What follows belongs to an exercise in optimizing a design on an open flow for small area, a short achievable clock period and few clock cycles per item; a production flow would make more cautious choices. Only simulation tests tie the RTL to the original design; equivalence was not proved.

==> flow/design.v, too long to show whole: its modules and the start of the top module <==
// module CPU: 626 lines
// module ksadd: 26 lines
// module booth17: 446 lines
module CPU(
				clk,
			  rst_n,
		   IO_stall,
         awid_m_inf,
       awaddr_m_inf,
       awsize_m_inf,
      awburst_m_inf,
        awlen_m_inf,
      awvalid_m_inf,
      awready_m_inf,
        wdata_m_inf,
        wlast_m_inf,
       wvalid_m_inf,
       wready_m_inf,
          bid_m_inf,
        bresp_m_inf,
       bvalid_m_inf,
       bready_m_inf,
         arid_m_inf,
       araddr_m_inf,
        arlen_m_inf,
       arsize_m_inf,
      arburst_m_inf,
      arvalid_m_inf,
      arready_m_inf, 
          rid_m_inf,
        rdata_m_inf,
        rresp_m_inf,
        rlast_m_inf,
       rvalid_m_inf,
       rready_m_inf 
);
  // ...
==> flow/run.sh <==
#!/bin/bash
# synth_recipe.tcl (not shown) runs the flow's synth.tcl, then flattens the netlist and writes it again
# the make line also repeats each setting of config.mk as NAME=value (left out here)
make -C /OpenROAD-flow-scripts/flow DESIGN_CONFIG=/design/flow/config.mk WORK_HOME=/design/flow/orfs CLKGATE_MAP_FILE= SYNTH_SCRIPT=/design/flow/synth_recipe.tcl finish
==> flow/config.mk <==
export PLATFORM = sky130hd
export DESIGN_NAME = CPU
export DESIGN_NICKNAME = CPU
export VERILOG_FILES = /design/flow/design.v
export SDC_FILE = /design/flow/constraint.sdc
export NUM_CORES = 8
export LEC_CHECK = 0
export CAP_MARGIN = 20
export CORE_MARGIN = 2
export CORE_UTILIZATION = 55.0
export SETUP_SLACK_MARGIN = 5
export SLEW_MARGIN = 20
==> flow/constraint.sdc <==
create_clock -name core_clock -period 10.0 [get_ports {clk}]
set_input_delay 2.0000 -clock core_clock [delete_from_list [all_inputs] [get_ports {clk}]]
set_output_delay 2.0000 -clock core_clock [all_outputs]
set_load 0.01 [all_outputs]
==> impl_metrics.json, run 1 <==
{
  "status": "no timing/DRC/antenna violations",
  "fillers": 9544,
  "wl_met2_um": 87780,
  "ys_types": 102,
  "sh_seq_area_pct": 40.09,
  "holdBufCountCts": 0,
  "startpoint": "acc[66]$_SDFFE_PP0P_",
  "finalWeightedCongestion": 0.9624,
  "path_class": "reg -> reg",
  "syn_to_final_growth_pct": 10.56,
  "r2r_start": "acc[66]$_SDFFE_PP0P_",
  "die_x_um": 340.3,
  "final_hold_viol_count": 0,
  "period_needed_ns": 4.903,
  "n_sequential_cell": 1038,
  "core_mm2": 0.1123,
  "synth_top_area_share_pct": 28.87,
  "synth-edff-count": 598,
  "insertion_delay_ns": 0.74,
  "largest_reg_flops": 256,
  "hpwlAfterDp_um": 144500,
  "max_slew_margin_pct": 24.85,
  "cp.arrival_ns": 5.31,
  "drc": 0,
  "slowest_delay_ns": 0.64,
  "dominant_cells": "multi-input gates",
  "die_area_mm2": 0.1158,
  "final_common_cell": "nor2_1",
  "place_inst": 7709,
  "fin_ws_ns": 5.097,
  "ctsLongestPathBuffers": 3,
  "synth_seq_area_share_pct": 44.31,
  "drtPass1Iterations": 9,
  "synth-adder-area-share_pct": 8.805
}
Testbench counts, summed over its fixed seeds: cycles 38,608, instructions 12,000.
==> run 2: changes to the inputs <==
--- a/flow/design.v
+++ b/flow/design.v
@@ -144,17 +144,17 @@
 ksadd #(11, 4) u_lsa (.a(ra_val[10:0]), .b({{6{f_imm[4]}}, f_imm}), .ci(1'b0), .s(ls_addr));
 wire [10:0] br_tgt  = ipc + 11'd1 + {{6{f_imm[4]}}, f_imm};
 reg  [33:0] ms, mc;
 reg  [66:0] mp;
 reg  [32:0] mq;            
 wire [33:0] bs, bc;
 booth17 u_mul (.a(ma), .b(mb), .s(bs), .c(bc));
 wire [33:0] prod;
-ksadd #(34, 6) u_prod (.a(ms), .b(mc), .ci(1'b0), .s(prod));
+bkadd34 u_prod (.a(ms), .b(mc), .ci(1'b0), .s(prod));
 reg         a_v, s_v, p_v;
 reg  [1:0]  a_kind, s_kind, p_kind;
 reg         a_first, s_first, p_first;
 reg  [1:0]  a_sh, s_sh;
 reg         a_buf, s_buf, p_buf;
 reg  [3:0]  a_tag, s_tag, p_tag;
 wire        p_mul   = p_v & (p_kind == 2'd3);    
 wire [15:0] dec_ptag = 16'd1 << p_tag;
@@ -253,19 +253,19 @@
 reg  [32:0] t0, b0, t1, b1;      
 reg  [66:0] acc;
 wire [32:0] t_sel = dt_buf ? t1 : t0;
 wire [32:0] b_sel = dt_buf ? b1 : b0;
 wire [16:0] ch_a  = dt_ha ? t_sel[32:16] : {1'b0, t_sel[15:0]};
 wire [16:0] ch_b  = dt_hb ? b_sel[32:16] : {1'b0, b_sel[15:0]};
 wire dt_issue = dt_on & (dt_ph == 3'd0);
 wire [32:0] x_new;
-ksadd #(33, 6) u_minor (.a(mq), .b(~mp[32:0]), .ci(1'b1), .s(x_new));
+bkadd33 u_minor (.a(mq), .b(~mp[32:0]), .ci(1'b1), .s(x_new));
 wire [66:0] acc_sum;
-ksadd #(67, 7) u_acc (.a(acc), .b(mp), .ci(1'b0), .s(acc_sum));
+bkadd67 u_acc (.a(acc), .b(mp), .ci(1'b0), .s(acc_sum));
 wire        sat_ok  = (&acc[66:15]) | ~(|acc[66:15]);
 wire [15:0] det_res = sat_ok ? acc[15:0] : (acc[66] ? 16'h8000 : 16'h7fff);
 reg  [10:0] dm_addr;       
 reg         d_arvalid;
 reg         la1_v;         
 reg  [10:0] la1;
 reg  [1:0]  ld_cnt;        
 reg  [3:0]  ld_tag0, ld_tag1;
@@ -353,19 +353,27 @@
 wire        rem_z   = (f_rem == 8'd0);
 wire        rem_1   = (f_rem == 8'd1);
 wire        drop_z  = (f_drop == 8'd0);
 wire        push    = i_beat & drop_z;
 wire [7:0]  rem_n   = f_rem - {7'd0, i_beat};
 wire        end_n   = rem_z | (rem_1 & i_beat);    
 wire [10:0] f_addr_1 = f_addr + 11'd1;
 wire [10:0] ipc_1   = ipc + 11'd1;
-wire [10:0] rd_d    = rdr_tgt - f_addr;
+reg  [10:0] rd_d;
+reg         rdr_imm1;
 wire        rd_inb  = ~rem_z & ({1'b0, rd_d} < {4'd0, f_rem});
-wire        rd_q1   = q1v & (rdr_tgt == ipc_1);      
+wire        rd_q1   = q1v & rdr_imm1;
+wire [10:0] tgt_d   = br_tgt - f_addr;
+always @(posedge clk) begin
+    if (taken) begin
+        rd_d     <= i_beat ? tgt_d - 11'd1 : tgt_d;
+        rdr_imm1 <= (f_imm == 5'd1);
+    end
+end
 wire        hold_ar = q0v & is_br;
 reg  [7:0]  drop_n;
 reg         q0v_n, q1v_n, drain_n, q0_beat, q0_q1, q1_beat, new_ar;
 reg  [10:0] sa, ipc_n, nb_n;
 always @(*) begin
     drop_n  = f_drop - {7'd0, i_beat & ~drop_z};
     drain_n = f_drain;
     q0v_n   = q0v;
@@ -1091,8 +1099,538 @@
 assign c[30] = t281;
 assign s[31] = t282;
 assign c[31] = t283;
 assign s[32] = t284;
 assign c[32] = t285;
 assign s[33] = t286;
 assign c[33] = t287;
 endmodule
+module bkadd67 (input wire [66:0] a, input wire [66:0] b, input wire ci, output wire [66:0] s);
+wire [67:0] g0 = {a & b, ci};
+wire [67:0] p0 = {a ^ b, 1'b0};
+wire gg1 = g0[1] | (p0[1] & g0[0]);
+wire pp1 = p0[1] & p0[0];
+wire gg2 = g0[3] | (p0[3] & g0[2]);
+wire pp2 = p0[3] & p0[2];
+wire gg3 = g0[5] | (p0[5] & g0[4]);
+wire pp3 = p0[5] & p0[4];
+wire gg4 = g0[7] | (p0[7] & g0[6]);
+wire pp4 = p0[7] & p0[6];
+wire gg5 = g0[9] | (p0[9] & g0[8]);
+wire pp5 = p0[9] & p0[8];
+wire gg6 = g0[11] | (p0[11] & g0[10]);
+wire pp6 = p0[11] & p0[10];
+wire gg7 = g0[13] | (p0[13] & g0[12]);
+wire pp7 = p0[13] & p0[12];
+wire gg8 = g0[15] | (p0[15] & g0[14]);
+wire pp8 = p0[15] & p0[14];
+wire gg9 = g0[17] | (p0[17] & g0[16]);
+wire pp9 = p0[17] & p0[16];
+wire gg10 = g0[19] | (p0[19] & g0[18]);
+wire pp10 = p0[19] & p0[18];
+wire gg11 = g0[21] | (p0[21] & g0[20]);
+wire pp11 = p0[21] & p0[20];
+wire gg12 = g0[23] | (p0[23] & g0[22]);
+wire pp12 = p0[23] & p0[22];
+wire gg13 = g0[25] | (p0[25] & g0[24]);
+wire pp13 = p0[25] & p0[24];
+wire gg14 = g0[27] | (p0[27] & g0[26]);
+wire pp14 = p0[27] & p0[26];
+wire gg15 = g0[29] | (p0[29] & g0[28]);
+wire pp15 = p0[29] & p0[28];
+wire gg16 = g0[31] | (p0[31] & g0[30]);
+wire pp16 = p0[31] & p0[30];
+wire gg17 = g0[33] | (p0[33] & g0[32]);
+wire pp17 = p0[33] & p0[32];
+wire gg18 = g0[35] | (p0[35] & g0[34]);
+wire pp18 = p0[35] & p0[34];
+wire gg19 = g0[37] | (p0[37] & g0[36]);
+wire pp19 = p0[37] & p0[36];
+wire gg20 = g0[39] | (p0[39] & g0[38]);
+wire pp20 = p0[39] & p0[38];
+wire gg21 = g0[41] | (p0[41] & g0[40]);
+wire pp21 = p0[41] & p0[40];
+wire gg22 = g0[43] | (p0[43] & g0[42]);
+wire pp22 = p0[43] & p0[42];
+wire gg23 = g0[45] | (p0[45] & g0[44]);
+wire pp23 = p0[45] & p0[44];
+wire gg24 = g0[47] | (p0[47] & g0[46]);
+wire pp24 = p0[47] & p0[46];
+wire gg25 = g0[49] | (p0[49] & g0[48]);
+wire pp25 = p0[49] & p0[48];
+wire gg26 = g0[51] | (p0[51] & g0[50]);
+wire pp26 = p0[51] & p0[50];
+wire gg27 = g0[53] | (p0[53] & g0[52]);
+wire pp27 = p0[53] & p0[52];
+wire gg28 = g0[55] | (p0[55] & g0[54]);
+wire pp28 = p0[55] & p0[54];
+wire gg29 = g0[57] | (p0[57] & g0[56]);
+wire pp29 = p0[57] & p0[56];
+wire gg30 = g0[59] | (p0[59] & g0[58]);
+wire pp30 = p0[59] & p0[58];
+wire gg31 = g0[61] | (p0[61] & g0[60]);
+wire pp31 = p0[61] & p0[60];
+wire gg32 = g0[63] | (p0[63] & g0[62]);
+wire pp32 = p0[63] & p0[62];
+wire gg33 = g0[65] | (p0[65] & g0[64]);
+wire pp33 = p0[65] & p0[64];
+wire gg34 = g0[67] | (p0[67] & g0[66]);
+wire pp34 = p0[67] & p0[66];
+wire gg35 = gg2 | (pp2 & gg1);
+wire pp35 = pp2 & pp1;
+wire gg36 = gg4 | (pp4 & gg3);
+wire pp36 = pp4 & pp3;
+wire gg37 = gg6 | (pp6 & gg5);
+wire pp37 = pp6 & pp5;
+wire gg38 = gg8 | (pp8 & gg7);
+wire pp38 = pp8 & pp7;
+wire gg39 = gg10 | (pp10 & gg9);
+wire pp39 = pp10 & pp9;
+wire gg40 = gg12 | (pp12 & gg11);
+wire pp40 = pp12 & pp11;
+wire gg41 = gg14 | (pp14 & gg13);
+wire pp41 = pp14 & pp13;
+wire gg42 = gg16 | (pp16 & gg15);
+wire pp42 = pp16 & pp15;
+wire gg43 = gg18 | (pp18 & gg17);
+wire pp43 = pp18 & pp17;
+wire gg44 = gg20 | (pp20 & gg19);
+wire pp44 = pp20 & pp19;
+wire gg45 = gg22 | (pp22 & gg21);
+wire pp45 = pp22 & pp21;
+wire gg46 = gg24 | (pp24 & gg23);
+wire pp46 = pp24 & pp23;
+wire gg47 = gg26 | (pp26 & gg25);
+wire pp47 = pp26 & pp25;
+wire gg48 = gg28 | (pp28 & gg27);
+wire pp48 = pp28 & pp27;
+wire gg49 = gg30 | (pp30 & gg29);
+wire pp49 = pp30 & pp29;
+wire gg50 = gg32 | (pp32 & gg31);
+wire pp50 = pp32 & pp31;
+wire gg51 = gg34 | (pp34 & gg33);
+wire pp51 = pp34 & pp33;
+wire gg52 = gg36 | (pp36 & gg35);
+wire pp52 = pp36 & pp35;
+wire gg53 = gg38 | (pp38 & gg37);
+wire pp53 = pp38 & pp37;
+wire gg54 = gg40 | (pp40 & gg39);
+wire pp54 = pp40 & pp39;
+wire gg55 = gg42 | (pp42 & gg41);
+wire pp55 = pp42 & pp41;
+wire gg56 = gg44 | (pp44 & gg43);
+wire pp56 = pp44 & pp43;
+wire gg57 = gg46 | (pp46 & gg45);
+wire pp57 = pp46 & pp45;
+wire gg58 = gg48 | (pp48 & gg47);
+wire pp58 = pp48 & pp47;
+wire gg59 = gg50 | (pp50 & gg49);
+wire pp59 = pp50 & pp49;
+wire gg60 = gg53 | (pp53 & gg52);
+wire pp60 = pp53 & pp52;
+wire gg61 = gg55 | (pp55 & gg54);
+wire pp61 = pp55 & pp54;
+wire gg62 = gg57 | (pp57 & gg56);
+wire pp62 = pp57 & pp56;
+wire gg63 = gg59 | (pp59 & gg58);
+wire pp63 = pp59 & pp58;
+wire gg64 = gg61 | (pp61 & gg60);
+wire pp64 = pp61 & pp60;
+wire gg65 = gg63 | (pp63 & gg62);
+wire pp65 = pp63 & pp62;
+wire gg66 = gg65 | (pp65 & gg64);
+wire pp66 = pp65 & pp64;
+wire gg67 = gg62 | (pp62 & gg64);
+wire gg68 = gg54 | (pp54 & gg60);
+wire gg69 = gg56 | (pp56 & gg64);
+wire gg70 = gg58 | (pp58 & gg67);
+wire gg71 = gg37 | (pp37 & gg52);
+wire gg72 = gg39 | (pp39 & gg60);
+wire gg73 = gg41 | (pp41 & gg68);
+wire gg74 = gg43 | (pp43 & gg64);
+wire gg75 = gg45 | (pp45 & gg69);
+wire gg76 = gg47 | (pp47 & gg67);
+wire gg77 = gg49 | (pp49 & gg70);
+wire gg78 = gg51 | (pp51 & gg66);
+wire gg79 = gg3 | (pp3 & gg35);
+wire gg80 = gg5 | (pp5 & gg52);
+wire gg81 = gg7 | (pp7 & gg71);
+wire gg82 = gg9 | (pp9 & gg60);
+wire gg83 = gg11 | (pp11 & gg72);
+wire gg84 = gg13 | (pp13 & gg68);
+wire gg85 = gg15 | (pp15 & gg73);
+wire gg86 = gg17 | (pp17 & gg64);
+wire gg87 = gg19 | (pp19 & gg74);
+wire gg88 = gg21 | (pp21 & gg69);
+wire gg89 = gg23 | (pp23 & gg75);
+wire gg90 = gg25 | (pp25 & gg67);
+wire gg91 = gg27 | (pp27 & gg76);
+wire gg92 = gg29 | (pp29 & gg70);
+wire gg93 = gg31 | (pp31 & gg77);
+wire gg94 = gg33 | (pp33 & gg66);
+wire gg95 = g0[2] | (p0[2] & gg1);
+wire gg96 = g0[4] | (p0[4] & gg35);
+wire gg97 = g0[6] | (p0[6] & gg79);
+wire gg98 = g0[8] | (p0[8] & gg52);
+wire gg99 = g0[10] | (p0[10] & gg80);
+wire gg100 = g0[12] | (p0[12] & gg71);
+wire gg101 = g0[14] | (p0[14] & gg81);
+wire gg102 = g0[16] | (p0[16] & gg60);
+wire gg103 = g0[18] | (p0[18] & gg82);
+wire gg104 = g0[20] | (p0[20] & gg72);
+wire gg105 = g0[22] | (p0[22] & gg83);
+wire gg106 = g0[24] | (p0[24] & gg68);
+wire gg107 = g0[26] | (p0[26] & gg84);
+wire gg108 = g0[28] | (p0[28] & gg73);
+wire gg109 = g0[30] | (p0[30] & gg85);
+wire gg110 = g0[32] | (p0[32] & gg64);
+wire gg111 = g0[34] | (p0[34] & gg86);
+wire gg112 = g0[36] | (p0[36] & gg74);
+wire gg113 = g0[38] | (p0[38] & gg87);
+wire gg114 = g0[40] | (p0[40] & gg69);
+wire gg115 = g0[42] | (p0[42] & gg88);
+wire gg116 = g0[44] | (p0[44] & gg75);
+wire gg117 = g0[46] | (p0[46] & gg89);
+wire gg118 = g0[48] | (p0[48] & gg67);
+wire gg119 = g0[50] | (p0[50] & gg90);
+wire gg120 = g0[52] | (p0[52] & gg76);
+wire gg121 = g0[54] | (p0[54] & gg91);
+wire gg122 = g0[56] | (p0[56] & gg70);
+wire gg123 = g0[58] | (p0[58] & gg92);
+wire gg124 = g0[60] | (p0[60] & gg77);
+wire gg125 = g0[62] | (p0[62] & gg93);
+wire gg126 = g0[64] | (p0[64] & gg66);
+wire gg127 = g0[66] | (p0[66] & gg94);
+wire [66:0] cy;
+assign cy[0] = g0[0];
+assign cy[1] = gg1;
+assign cy[2] = gg95;
+assign cy[3] = gg35;
+assign cy[4] = gg96;
+assign cy[5] = gg79;
+assign cy[6] = gg97;
+assign cy[7] = gg52;
+assign cy[8] = gg98;
+assign cy[9] = gg80;
+assign cy[10] = gg99;
+assign cy[11] = gg71;
+assign cy[12] = gg100;
+assign cy[13] = gg81;
+assign cy[14] = gg101;
+assign cy[15] = gg60;
+assign cy[16] = gg102;
+assign cy[17] = gg82;
+assign cy[18] = gg103;
+assign cy[19] = gg72;
+assign cy[20] = gg104;
+assign cy[21] = gg83;
+assign cy[22] = gg105;
+assign cy[23] = gg68;
+assign cy[24] = gg106;
+assign cy[25] = gg84;
+assign cy[26] = gg107;
+assign cy[27] = gg73;
+assign cy[28] = gg108;
+assign cy[29] = gg85;
+assign cy[30] = gg109;
+assign cy[31] = gg64;
+assign cy[32] = gg110;
+assign cy[33] = gg86;
+assign cy[34] = gg111;
+assign cy[35] = gg74;
+assign cy[36] = gg112;
+assign cy[37] = gg87;
+assign cy[38] = gg113;
+assign cy[39] = gg69;
+assign cy[40] = gg114;
+assign cy[41] = gg88;
+assign cy[42] = gg115;
+assign cy[43] = gg75;
+assign cy[44] = gg116;
+assign cy[45] = gg89;
+assign cy[46] = gg117;
+assign cy[47] = gg67;
+assign cy[48] = gg118;
+assign cy[49] = gg90;
+assign cy[50] = gg119;
+assign cy[51] = gg76;
+assign cy[52] = gg120;
+assign cy[53] = gg91;
+assign cy[54] = gg121;
+assign cy[55] = gg70;
+assign cy[56] = gg122;
+assign cy[57] = gg92;
+assign cy[58] = gg123;
+assign cy[59] = gg77;
+assign cy[60] = gg124;
+assign cy[61] = gg93;
+assign cy[62] = gg125;
+assign cy[63] = gg66;
+assign cy[64] = gg126;
+assign cy[65] = gg94;
+assign cy[66] = gg127;
+assign s = (a ^ b) ^ cy;
+endmodule
+module bkadd34 (input wire [33:0] a, input wire [33:0] b, input wire ci, output wire [33:0] s);
+wire [34:0] g0 = {a & b, ci};
+wire [34:0] p0 = {a ^ b, 1'b0};
+wire gg1 = g0[1] | (p0[1] & g0[0]);
+wire pp1 = p0[1] & p0[0];
+wire gg2 = g0[3] | (p0[3] & g0[2]);
+wire pp2 = p0[3] & p0[2];
+wire gg3 = g0[5] | (p0[5] & g0[4]);
+wire pp3 = p0[5] & p0[4];
+wire gg4 = g0[7] | (p0[7] & g0[6]);
+wire pp4 = p0[7] & p0[6];
+wire gg5 = g0[9] | (p0[9] & g0[8]);
+wire pp5 = p0[9] & p0[8];
+wire gg6 = g0[11] | (p0[11] & g0[10]);
+wire pp6 = p0[11] & p0[10];
+wire gg7 = g0[13] | (p0[13] & g0[12]);
+wire pp7 = p0[13] & p0[12];
+wire gg8 = g0[15] | (p0[15] & g0[14]);
+wire pp8 = p0[15] & p0[14];
+wire gg9 = g0[17] | (p0[17] & g0[16]);
+wire pp9 = p0[17] & p0[16];
+wire gg10 = g0[19] | (p0[19] & g0[18]);
+wire pp10 = p0[19] & p0[18];
+wire gg11 = g0[21] | (p0[21] & g0[20]);
+wire pp11 = p0[21] & p0[20];
+wire gg12 = g0[23] | (p0[23] & g0[22]);
+wire pp12 = p0[23] & p0[22];
+wire gg13 = g0[25] | (p0[25] & g0[24]);
+wire pp13 = p0[25] & p0[24];
+wire gg14 = g0[27] | (p0[27] & g0[26]);
+wire pp14 = p0[27] & p0[26];
+wire gg15 = g0[29] | (p0[29] & g0[28]);
+wire pp15 = p0[29] & p0[28];
+wire gg16 = g0[31] | (p0[31] & g0[30]);
+wire pp16 = p0[31] & p0[30];
+wire gg17 = g0[33] | (p0[33] & g0[32]);
+wire pp17 = p0[33] & p0[32];
+wire gg18 = gg2 | (pp2 & gg1);
+wire pp18 = pp2 & pp1;
+wire gg19 = gg4 | (pp4 & gg3);
+wire pp19 = pp4 & pp3;
+wire gg20 = gg6 | (pp6 & gg5);
+wire pp20 = pp6 & pp5;
+wire gg21 = gg8 | (pp8 & gg7);
+wire pp21 = pp8 & pp7;
+wire gg22 = gg10 | (pp10 & gg9);
+wire pp22 = pp10 & pp9;
+wire gg23 = gg12 | (pp12 & gg11);
+wire pp23 = pp12 & pp11;
+wire gg24 = gg14 | (pp14 & gg13);
+wire pp24 = pp14 & pp13;
+wire gg25 = gg16 | (pp16 & gg15);
+wire pp25 = pp16 & pp15;
+wire gg26 = gg19 | (pp19 & gg18);
+wire pp26 = pp19 & pp18;
+wire gg27 = gg21 | (pp21 & gg20);
+wire pp27 = pp21 & pp20;
+wire gg28 = gg23 | (pp23 & gg22);
+wire pp28 = pp23 & pp22;
+wire gg29 = gg25 | (pp25 & gg24);
+wire pp29 = pp25 & pp24;
+wire gg30 = gg27 | (pp27 & gg26);
+wire pp30 = pp27 & pp26;
+wire gg31 = gg29 | (pp29 & gg28);
+wire pp31 = pp29 & pp28;
+wire gg32 = gg31 | (pp31 & gg30);
+wire pp32 = pp31 & pp30;
+wire gg33 = gg28 | (pp28 & gg30);
+wire gg34 = gg20 | (pp20 & gg26);
+wire gg35 = gg22 | (pp22 & gg30);
+wire gg36 = gg24 | (pp24 & gg33);
+wire gg37 = gg3 | (pp3 & gg18);
+wire gg38 = gg5 | (pp5 & gg26);
+wire gg39 = gg7 | (pp7 & gg34);
+wire gg40 = gg9 | (pp9 & gg30);
+wire gg41 = gg11 | (pp11 & gg35);
+wire gg42 = gg13 | (pp13 & gg33);
+wire gg43 = gg15 | (pp15 & gg36);
+wire gg44 = gg17 | (pp17 & gg32);
+wire gg45 = g0[2] | (p0[2] & gg1);
+wire gg46 = g0[4] | (p0[4] & gg18);
+wire gg47 = g0[6] | (p0[6] & gg37);
+wire gg48 = g0[8] | (p0[8] & gg26);
+wire gg49 = g0[10] | (p0[10] & gg38);
+wire gg50 = g0[12] | (p0[12] & gg34);
+wire gg51 = g0[14] | (p0[14] & gg39);
+wire gg52 = g0[16] | (p0[16] & gg30);
+wire gg53 = g0[18] | (p0[18] & gg40);
+wire gg54 = g0[20] | (p0[20] & gg35);
+wire gg55 = g0[22] | (p0[22] & gg41);
+wire gg56 = g0[24] | (p0[24] & gg33);
+wire gg57 = g0[26] | (p0[26] & gg42);
+wire gg58 = g0[28] | (p0[28] & gg36);
+wire gg59 = g0[30] | (p0[30] & gg43);
+wire gg60 = g0[32] | (p0[32] & gg32);
+wire gg61 = g0[34] | (p0[34] & gg44);
+wire [33:0] cy;
+assign cy[0] = g0[0];
+assign cy[1] = gg1;
+assign cy[2] = gg45;
+assign cy[3] = gg18;
+assign cy[4] = gg46;
+assign cy[5] = gg37;
+assign cy[6] = gg47;
+assign cy[7] = gg26;
+assign cy[8] = gg48;
+assign cy[9] = gg38;
+assign cy[10] = gg49;
+assign cy[11] = gg34;
+assign cy[12] = gg50;
+assign cy[13] = gg39;
+assign cy[14] = gg51;
+assign cy[15] = gg30;
+assign cy[16] = gg52;
+assign cy[17] = gg40;
+assign cy[18] = gg53;
+assign cy[19] = gg35;
+assign cy[20] = gg54;
+assign cy[21] = gg41;
+assign cy[22] = gg55;
+assign cy[23] = gg33;
+assign cy[24] = gg56;
+assign cy[25] = gg42;
+assign cy[26] = gg57;
+assign cy[27] = gg36;
+assign cy[28] = gg58;
+assign cy[29] = gg43;
+assign cy[30] = gg59;
+assign cy[31] = gg32;
+assign cy[32] = gg60;
+assign cy[33] = gg44;
+assign s = (a ^ b) ^ cy;
+endmodule
+module bkadd33 (input wire [32:0] a, input wire [32:0] b, input wire ci, output wire [32:0] s);
+wire [33:0] g0 = {a & b, ci};
+wire [33:0] p0 = {a ^ b, 1'b0};
+wire gg1 = g0[1] | (p0[1] & g0[0]);
+wire pp1 = p0[1] & p0[0];
+wire gg2 = g0[3] | (p0[3] & g0[2]);
+wire pp2 = p0[3] & p0[2];
+wire gg3 = g0[5] | (p0[5] & g0[4]);
+wire pp3 = p0[5] & p0[4];
+wire gg4 = g0[7] | (p0[7] & g0[6]);
+wire pp4 = p0[7] & p0[6];
+wire gg5 = g0[9] | (p0[9] & g0[8]);
+wire pp5 = p0[9] & p0[8];
+wire gg6 = g0[11] | (p0[11] & g0[10]);
+wire pp6 = p0[11] & p0[10];
+wire gg7 = g0[13] | (p0[13] & g0[12]);
+wire pp7 = p0[13] & p0[12];
+wire gg8 = g0[15] | (p0[15] & g0[14]);
+wire pp8 = p0[15] & p0[14];
+wire gg9 = g0[17] | (p0[17] & g0[16]);
+wire pp9 = p0[17] & p0[16];
+wire gg10 = g0[19] | (p0[19] & g0[18]);
+wire pp10 = p0[19] & p0[18];
+wire gg11 = g0[21] | (p0[21] & g0[20]);
+wire pp11 = p0[21] & p0[20];
+wire gg12 = g0[23] | (p0[23] & g0[22]);
+wire pp12 = p0[23] & p0[22];
+wire gg13 = g0[25] | (p0[25] & g0[24]);
+wire pp13 = p0[25] & p0[24];
+wire gg14 = g0[27] | (p0[27] & g0[26]);
+wire pp14 = p0[27] & p0[26];
+wire gg15 = g0[29] | (p0[29] & g0[28]);
+wire pp15 = p0[29] & p0[28];
+wire gg16 = g0[31] | (p0[31] & g0[30]);
+wire pp16 = p0[31] & p0[30];
+wire gg17 = g0[33] | (p0[33] & g0[32]);
+wire pp17 = p0[33] & p0[32];
+wire gg18 = gg2 | (pp2 & gg1);
+wire pp18 = pp2 & pp1;
+wire gg19 = gg4 | (pp4 & gg3);
+wire pp19 = pp4 & pp3;
+wire gg20 = gg6 | (pp6 & gg5);
+wire pp20 = pp6 & pp5;
+wire gg21 = gg8 | (pp8 & gg7);
+wire pp21 = pp8 & pp7;
+wire gg22 = gg10 | (pp10 & gg9);
+wire pp22 = pp10 & pp9;
+wire gg23 = gg12 | (pp12 & gg11);
+wire pp23 = pp12 & pp11;
+wire gg24 = gg14 | (pp14 & gg13);
+wire pp24 = pp14 & pp13;
+wire gg25 = gg16 | (pp16 & gg15);
+wire pp25 = pp16 & pp15;
+wire gg26 = gg19 | (pp19 & gg18);
+wire pp26 = pp19 & pp18;
+wire gg27 = gg21 | (pp21 & gg20);
+wire pp27 = pp21 & pp20;
+wire gg28 = gg23 | (pp23 & gg22);
+wire pp28 = pp23 & pp22;
+wire gg29 = gg25 | (pp25 & gg24);
+wire pp29 = pp25 & pp24;
+wire gg30 = gg27 | (pp27 & gg26);
+wire pp30 = pp27 & pp26;
+wire gg31 = gg29 | (pp29 & gg28);
+wire pp31 = pp29 & pp28;
+wire gg32 = gg31 | (pp31 & gg30);
+wire pp32 = pp31 & pp30;
+wire gg33 = gg28 | (pp28 & gg30);
+wire gg34 = gg20 | (pp20 & gg26);
+wire gg35 = gg22 | (pp22 & gg30);
+wire gg36 = gg24 | (pp24 & gg33);
+wire gg37 = gg3 | (pp3 & gg18);
+wire gg38 = gg5 | (pp5 & gg26);
+wire gg39 = gg7 | (pp7 & gg34);
+wire gg40 = gg9 | (pp9 & gg30);
+wire gg41 = gg11 | (pp11 & gg35);
+wire gg42 = gg13 | (pp13 & gg33);
+wire gg43 = gg15 | (pp15 & gg36);
+wire gg44 = gg17 | (pp17 & gg32);
+wire gg45 = g0[2] | (p0[2] & gg1);
+wire gg46 = g0[4] | (p0[4] & gg18);
+wire gg47 = g0[6] | (p0[6] & gg37);
+wire gg48 = g0[8] | (p0[8] & gg26);
+wire gg49 = g0[10] | (p0[10] & gg38);
+wire gg50 = g0[12] | (p0[12] & gg34);
+wire gg51 = g0[14] | (p0[14] & gg39);
+wire gg52 = g0[16] | (p0[16] & gg30);
+wire gg53 = g0[18] | (p0[18] & gg40);
+wire gg54 = g0[20] | (p0[20] & gg35);
+wire gg55 = g0[22] | (p0[22] & gg41);
+wire gg56 = g0[24] | (p0[24] & gg33);
+wire gg57 = g0[26] | (p0[26] & gg42);
+wire gg58 = g0[28] | (p0[28] & gg36);
+wire gg59 = g0[30] | (p0[30] & gg43);
+wire gg60 = g0[32] | (p0[32] & gg32);
+wire [32:0] cy;
+assign cy[0] = g0[0];
+assign cy[1] = gg1;
+assign cy[2] = gg45;
+assign cy[3] = gg18;
+assign cy[4] = gg46;
+assign cy[5] = gg37;
+assign cy[6] = gg47;
+assign cy[7] = gg26;
+assign cy[8] = gg48;
+assign cy[9] = gg38;
+assign cy[10] = gg49;
+assign cy[11] = gg34;
+assign cy[12] = gg50;
+assign cy[13] = gg39;
+assign cy[14] = gg51;
+assign cy[15] = gg30;
+assign cy[16] = gg52;
+assign cy[17] = gg40;
+assign cy[18] = gg53;
+assign cy[19] = gg35;
+assign cy[20] = gg54;
+assign cy[21] = gg41;
+assign cy[22] = gg55;
+assign cy[23] = gg33;
+assign cy[24] = gg56;
+assign cy[25] = gg42;
+assign cy[26] = gg57;
+assign cy[27] = gg36;
+assign cy[28] = gg58;
+assign cy[29] = gg43;
+assign cy[30] = gg59;
+assign cy[31] = gg32;
+assign cy[32] = gg60;
+assign s = (a ^ b) ^ cy;
+endmodule
==> flow/flow/run.sh (new file) <==
#!/bin/bash
# Standard layout, with timing repair aiming for a larger setup margin.
set -euo pipefail
bash standard.sh SETUP_SLACK_MARGIN=6.5 finish > standard_flow.log 2>&1
==> flow/standard.sh (new file) <==
#!/bin/bash
# synth_recipe.tcl (not shown) runs the flow's synth.tcl, then flattens the netlist and writes it again
# the make line also repeats each setting of config.mk as NAME=value (left out here)
make -C /OpenROAD-flow-scripts/flow DESIGN_CONFIG=/design/flow/config.mk WORK_HOME=/design/flow/orfs CLKGATE_MAP_FILE= SYNTH_SCRIPT=/design/flow/synth_recipe.tcl "${@:-finish}"
removed: flow/run.sh
==> run 2 against run 1 <==
Against the previous run:
- still clean
- synthesized area down 0.83%
- sequential share of layout area down 5.2 points
- register-to-register slack better by 0.82 ns
- synthesized cell count down 5.1%
- utilization up 11 points
- critical path depth up 10
- highest routed layer unchanged
==> impl_metrics.json, run 2 <==
{
  "reg_top3": "rfv: 256 flops, acc: 67 flops, mp: 66 flops",
  "crit_path_top_delay_cell": "edfxtp_1",
  "drv_slew": 0,
  "ys_warn_count": 3,
  "routed_wl_um": 235900,
  "viasPerCell": 6.613,
  "hpwlAfterDp_um": 141300,
  "holdBufCountCts": 0,
  "syn_to_final_growth_pct": 30.78,
  "insertion_delay_ns": 0.75,
  "syn-cell-area_mm2": 0.06169,
  "tightest_slew_ns": 1.165,
  "layout_common_cells": "edfxtp_1, nand2_1, nor2_1",
  "critPathMaxFanout": 3,
  "finalSetupViolCount": 0,
  "cp.required_ns": 10.46,
  "ys_async_sr_fraction_pct": 15.24,
  "die_h_um": 338.9,
  "ys_types": 101,
  "tns_ns": 0,
  "synth-adder-area-share_pct": 10.90,
  "grt_pass1_vias": 49050,
  "drtPass1Iterations": 7,
  "finalWeightedCongestion": 0.9565,
  "timing.final.crit_share_pct": 40.79,
  "drtIter0Drc": 7927,
  "drc": 0,
  "period_needed_ns": 4.079,
  "synth_top_cell_by_area": "edfxtp_1",
  "synth-edff-count": 610,
  "num-nets-final": 7092,
  "drive_gt1_share_pct": 28.23,
  "cp_num_buf_inv": 6,
  "status": "no timing/DRC/antenna violations",
  "wl_per_cell_um": 28.78,
  "overflow": 0,
  "rsz0062_at_grt": "yes",
  "synth_area_leaders": "edfxtp_1, dfxtp_1, dfrtp_1, fa_1, ha_1",
  "grt_max_degree": 97,
  "min_path_type": "reg -> reg",
  "cts_tree": "built",
  "clock.fmax_mhz": 245.1,
  "synth_seq_area_share_pct": 45.27,
  "core_mm2": 0.1110,
  "synth_top_family_by_area": "compound AO/OA/AOI/OAI gates",
  "cts_root_buf": "clkbuf_16",
  "end_kind": "flop",
  "synth.avg_cell_area_um2": 10.17,
  "stdcell_area_mm2": 0.08069,
  "cp.arrival_ns": 4.54,
  "ctsLongestPathBuffers": 3,
  "synth-xor-area-share_pct": 3.273,
  "largest_reg_flops": 256,
  "antenna_found_initial": 9,
  "cts_htree_levels": 3,
  "grt_busiest_layer": "met2",
  "final_common_cell": "edfxtp_1",
  "die_x_um": 338.9,
  "r2r_setup_slack_ns": 5.92,
  "io_buffer_count": 103,
  "ys_ff_latch": 1050,
  "yosysMostFrequentCell": "edfxtp_1",
  "drtAntennaViolNets": 0,
  "synth_top_area_share_pct": 29.69,
  "synth_common_cells": "edfxtp_1, nor2_1, nand2_1, inv_1, a21oi_1",
  "numCtsBuffers": 113,
  "crit_family": "compound AO/OA/AOI/OAI gates",
  "synthSimpleGateAreaFrac_pct": 12.32,
  "io_pins": 230,
  "synth_mux_area_share_pct": 3.683,
  "crit_chain": "buf_6 > buf_12 > a22o_1 > a221oi_2 > nand3_1 > nor2_4 > buf_6 > buf_6 > buf_6 > a31oi_4 > buf_6 > ha_4 > a21o_1 > a21oi_4 > o21ai_2 > a21oi_2 > o21ai_2 > a21oi_2 > o21ai_2 > a21oi_2 > xnor2_2 > mux2_2",
  "regMostFlops": "rfv",
  "cap_violations": 0,
  "rows": 122,
  "num_vias": 54220,
  "crit_path_start_kind": "flop",
  "finalClockSkew_ns": 0.04353,
  "start_util_pct": 55.59,
  "path_clk_slew_ns": 0.06,
  "synth_compound_area_share_pct": 18.34,
  "cp_common_cell": "buf_6",
  "final_hold_viol_count": 0,
  "max_slew_margin_pct": 22.36,
  "grt_util_met3_pct": 9.264,
  "synthCells": 6065,
  "slowest_delay_ns": 0.39,
  "path_class": "reg -> reg",
  "gr-usage-met2_pct": 54.89,
  "die_area_mm2": 0.1149,
  "track_usage_pct": 38.15,
  "numClockSinks": 1050,
  "grt_pass1_wl_um": 328300,
  "met1_usage_pct": 54.56,
  "synth_flop_cell": "edfxtp_1",
  "dpl_cell_area_mm2": 0.06443
}
-- run 2: layer usage --
metal / vias up / routed length [µm]
li1: 23200 / -
met1: 26440 / 91390
met2: 3702 / 99880
met3: 863 / 30660
met4: 8 / 13940
met5: - / 49
-- run 2: area by class of cell --
cell class                 count  area, µm²
inverter                     389       1496
antenna                        4      10.01
clock buffer                 149       3144
tap                         1488       1862
fill                        7794      30290
clock inverter                66      693.2
timing repair buffer         818       9084
multi-input combinational   4234      36250
sequential                  1050      28140
-- run 2: worst paths after layout --
kind                                    startpoint                       to  depth (start not counted)
max                        ra_sel[1]$_SDFFCE_PP0P_     dm_addr[9]$_DFFE_PP_                         22
min                               s_tag[2]$_DFF_P_         p_tag[2]$_DFF_P_                          0
max reg2reg                ra_sel[1]$_SDFFCE_PP0P_     dm_addr[9]$_DFFE_PP_                         22
min reg2reg                       s_tag[2]$_DFF_P_         p_tag[2]$_DFF_P_                          0
max in group asynchronous                    rst_n          x_alu$_DFF_PN0_                          3
min in group asynchronous                    rst_n  i_araddr[5]$_DFFE_PN0N_                          1
-- run 2: cell families (layout without fill, tap and decap cells) --
logic type      after synthesis  count (layout)
simple gates               1631            1642
xor+xnor                    229             229
fa+ha+maj                   435             435
compound gates             1634            1642
other cells                   2             110
mux                         180             180
buf+inv                     904            1422
flops                      1050            1050
-- run 2: repair_timing --
action / 4_1_cts / 5_1_grt
pin swaps: 241 / 337
setup endpoints to repair: 1215 / 910
gates resized for setup: 854 / 644
buffers inserted: 299 / 230
gates cloned: 40 / 28
-- run 2: worst reg2reg max path: stages (launching register included) --
cell and delay (ns):
edfxtp_1 0.39, buf_6 0.17, buf_12 0.14, a22o_1 0.21, a221oi_2 0.18, nand3_1 0.17, nor2_4 0.17, buf_6 0.12
buf_6 0.08, buf_6 0.09, a31oi_4 0.06, buf_6 0.19, ha_4 0.20, a21o_1 0.21, a21oi_4 0.19, o21ai_2 0.08
a21oi_2 0.20, o21ai_2 0.11, a21oi_2 0.20, o21ai_2 0.08, a21oi_2 0.18, xnor2_2 0.10, mux2_2 0.27
-- run 2: metrics by stage --
stage	instances	util (%)	hold WS (ns)	setup WS [ns]
floorplan	6169	-	0.3096	5.923
global placement	7381	58.05	0.3098	4.328
detailed placement	7381	58.05	0.3121	4.258
CTS	7935	67.74	0.3250	6.121
global route	8194	72.70	0.3288	5.809
finish	8198	72.71	0.3134	5.921
Testbench counts of run 2, summed over its fixed seeds: cycles 38,608, instructions 12,000.
==> run 3: changes to the inputs <==
==> flow/flow/run.sh (replaced) <==
#!/bin/bash
# Standard layout, with timing repair aiming for a larger setup margin.
set -euo pipefail
bash standard.sh SETUP_SLACK_MARGIN=6 finish > standard_flow.log 2>&1
==> run 3 against run 2 <==
Against the previous run:
- still clean on timing, DRC and antenna
- routed wire length down 11%
- maximum frequency up 1.3%
- utilization down 8.4 points
- worst hold slack better by 0.013 ns
- cell area down 12%
- flip-flop and latch count unchanged
- clock skew up 0.0088 ns
- sequential share of layout area up 4.4 points
- synthesized area unchanged
- via count down 7.1%
- critical path type unchanged
==> impl_metrics.json, run 3 <==
{
  "highest_layer": "met5",
  "reg_top3": "rfv: 256 flops, acc: 67 flops, mp: 66 flops",
  "met1Wirelength_um": 88590,
  "overflow": 0,
  "synthCells": 6065,
  "tns_ns": 0,
  "drc": 0,
  "status": "no timing/DRC/antenna violations",
  "io_buffer_count": 103,
  "ys_ff_latch": 1050,
  "die_area_mm2": 0.1149,
  "grt_max_degree": 92,
  "viasPerCell": 6.507,
  "synth_compound_area_share_pct": 18.34,
  "synth_flop_cell": "edfxtp_1",
  "drv_slew": 0,
  "die_x_um": 338.9,
  "cts_htree_levels": 3,
  "hold_start": "a_first$_DFF_P_",
  "num_vias": 50380,
  "synth-xor-area-share_pct": 3.273,
  "regMostFlops": "rfv",
  "core_mm2": 0.1110,
  "fin_ws_ns": 5.973,
  "finalClockSkew_ns": 0.05232,
  "wl_met3_um": 23620,
  "synthSimpleGateAreaFrac_pct": 12.32,
  "synth_top_cell_by_area": "edfxtp_1",
  "drive_gt1_share_pct": 15.27,
  "crit_family": "buffers and inverters",
  "wl_met2_um": 89090,
  "drtAntennaViolNets": 0,
  "synth_top_family_by_area": "compound AO/OA/AOI/OAI gates",
  "numCtsBuffers": 112,
  "ys_async_sr_fraction_pct": 15.24,
  "synth-adder-area-share_pct": 10.90,
  "syn-cell-area_mm2": 0.06169,
  "largest_reg_flops": 256,
  "cp_num_buf_inv": 3,
  "cp.required_ns": 10.36,
  "whs_endpoint": "s_first$_DFF_P_",
  "cts_root_buf": "clkbuf_16",
  "yosysMostFrequentCell": "edfxtp_1",
  "synth_top_area_share_pct": 29.69,
  "cts_tree": "built",
  "crit_path_start_kind": "flop",
  "rows": 122,
  "syn_to_final_growth_pct": 15.59,
  "ys_types": 101,
  "final_common_cell": "edfxtp_1",
  "clock.fmax_mhz": 248.3,
  "synth_area_leaders": "edfxtp_1, dfxtp_1, dfrtp_1, fa_1, ha_1",
  "fillers": 8975,
  "ys_warn_count": 3,
  "worstRegToRegCells": 12,
  "synth.avg_cell_area_um2": 10.17,
  "drtIter0Drc": 6603,
  "synth-edff-count": 610,
  "synth_common_cells": "edfxtp_1, nor2_1, nand2_1, inv_1, a21oi_1",
  "r2r_setup_slack_ns": 5.97,
  "finalSetupViolCount": 0,
  "synth_mux_area_share_pct": 3.683,
  "timing.final.crit_share_pct": 40.27,
  "critPathMaxFanout": 24,
  "end_kind": "flop",
  "ctsLongestPathBuffers": 3,
  "finalWeightedCongestion": 0.9693,
  "numClockSinks": 1050,
  "hpwlAfterDp_um": 140100,
  "start_util_pct": 55.59,
  "rr_endpoint": "rdr_imm1$_DFFE_PP_",
  "cap_violations": 0,
  "wl_per_cell_um": 27.04,
  "synth_seq_area_share_pct": 45.27,
  "crit_path_top_delay_cell": "a31oi_1",
  "dp_slack_ns": 4.379,
  "track_usage_pct": 35.41,
  "min_path_type": "reg -> reg",
  "cp.arrival_ns": 4.39,
  "final_hold_viol_count": 0,
  "die_h_um": 338.9,
  "hold_depth": 0,
  "tightest_slew_ns": 1.249,
  "grt_pass1_vias": 46960,
  "grt_pass1_wl_um": 306800,
  "path_class": "reg -> reg",
  "drtPass1Iterations": 6,
  "rsz0062_at_grt": "yes",
  "num-nets-final": 6640,
  "io_pins": 230,
  "r2r_start": "rb_sel[0]$_SDFFCE_PP0P_",
  "antenna_found_initial": 8,
  "max_slew_margin_pct": 16.12,
  "cp_common_cell": "buf_4",
  "holdBufCountCts": 0,
  "crit_chain": "buf_4 > a22o_1 > a221oi_1 > nand3_1 > nor2_1 > buf_4 > a31oi_1 > xor2_1 > nor4_1 > nand3_1 > nor4_4 > buf_4",
  "layout_common_cells": "edfxtp_1, nand2_1, nor2_1",
  "slowest_delay_ns": 0.80,
  "period_needed_ns": 4.027,
  "insertion_delay_ns": 0.75,
  "path_clk_slew_ns": 0.06,
  "routed_wl_um": 209400
}
## run 3: cell types whose count changed in the layout (fill, tap and decap cells not counted), moves of 53 or more
| cell | change |
|---|---|
| fa_2 | -53 |
| buf_12 | -81 |
| buf_6 | -87 |
| buf_4 | -216 |
| dlygate4sd2_1 | -59 |
| nor2_1 | +66 |
| fa_1 | +53 |
| clkdlybuf4s50_1 | +64 |
## run 3: cell families after synthesis
kind of cell               after synthesis
AOI/OAI and AO/OA                     1634
and+or+nand+nor                       1631
DFF                                   1050
buffers and inverters                  904
adders and majority gates              435
xor gates and xnor gates               229
muxes                                  180
other                                    2
## run 3: layout make-up
type | instances | area [µm²] | area share, %
sequential | 1050 | 28050 | 39.33
timing repair buffer | 383 | 3686 | 5.169
inverter | 389 | 1481 | 2.077
multi-input combinational | 4218 | 32340 | 45.35
clock buffer | 144 | 3073 | 4.309
antenna | 1 | 2.502 | 0.003509
clock inverter | 70 | 820.8 | 1.151
tap | 1488 | 1862 | 2.611
## run 3: metrics by stage
| step | cell area (µm²) | utilization (%) | hold WS, ns | instances |
|---|---|---|---|---|
| after global placement | 64050 | 57.71 | 0.3100 | 7382 |
| final | 71310 | 64.26 | 0.3261 | 7743 |
| after CTS | 69620 | 62.73 | 0.3258 | 7663 |
| after floorplan | 62310 | - | 0.3096 | 6169 |
| after detailed placement | 64050 | 57.71 | 0.3121 | 7382 |
| after global routing | 71310 | 64.26 | 0.3303 | 7742 |
## run 3: what timing repair did
| action | CTS | global route |
|---|---|---|
| gates resized for setup | 255 | 241 |
| endpoints found under the setup margin | 861 | 667 |
| gates cloned | 5 | 5 |
| buffers inserted | 62 | 73 |
| hold endpoints to repair | 0 | 0 |
| pin swaps | 43 | 70 |
## run 3: layer usage
| metal | up-vias | track usage, % |
|---|---|---|
| li1 | 22240 | - |
| met1 | 24900 | 52.11 |
| met2 | 2785 | 51.45 |
| met3 | 457 | 8.171 |
| met4 | 2 | 11.79 |
| met5 | - | 0 |
## run 3: worst max-delay path by stage
stage | start | endpoint | slack [ns] | cells after the start
after global routing | q0[1]$_DFFE_PP_ | rd_d[10]$_DFFE_PP_ | 5.82 | 21
after global placement | rvalid_m_inf[1] | f_rem[4]$_DFF_PN0_ | 4.48 | 13
after CTS | mb[0]$_DFF_P_ | rfv[44]$_DFFE_PP_ | 5.81 | 14
after detailed placement | rvalid_m_inf[1] | f_rem[4]$_DFF_PN0_ | 4.38 | 13
after floorplan | rvalid_m_inf[1] | ra_sel[0]$_SDFFCE_PP0P_ | 5.92 | 10
final | rb_sel[0]$_SDFFCE_PP0P_ | rdr_imm1$_DFFE_PP_ | 5.97 | 12

-- afterwards: timing with drivers on the ports --
No port has a modelled driver above. Below, the same layouts with a new extraction and two added sets of constraints. Step 1, drivers: a clkbuf_16 drives clk and a buf_2 each remaining input, both assumed. Step 2 adds t to the input delays and takes it off the output delays; t is the mean of the earliest and latest rising clock arrival at the registers after step 1. Input paths then give back, and output paths get back, about the clock's delay inside the block. a / b / c = ideal ports / drivers / drivers and shift; a / b = the first two.
| run | t (ns) | setup slack, ns | pins driven straight from the clock port |
|---|---|---|---|
| run 1 | 0.788 | 5.097 / 5.097 / 4.598 | 1 |
| run 2 | 0.809 | 5.921 / 5.921 / 5.608 | 1 |
| run 3 | 0.803 | 5.973 / 5.973 / 5.536 | 1 |
After both steps every run listed still meets setup and hold. The setup slack of run 1, which loses most, moves by 0.000 ns with the drivers and by -0.499 ns with both steps.
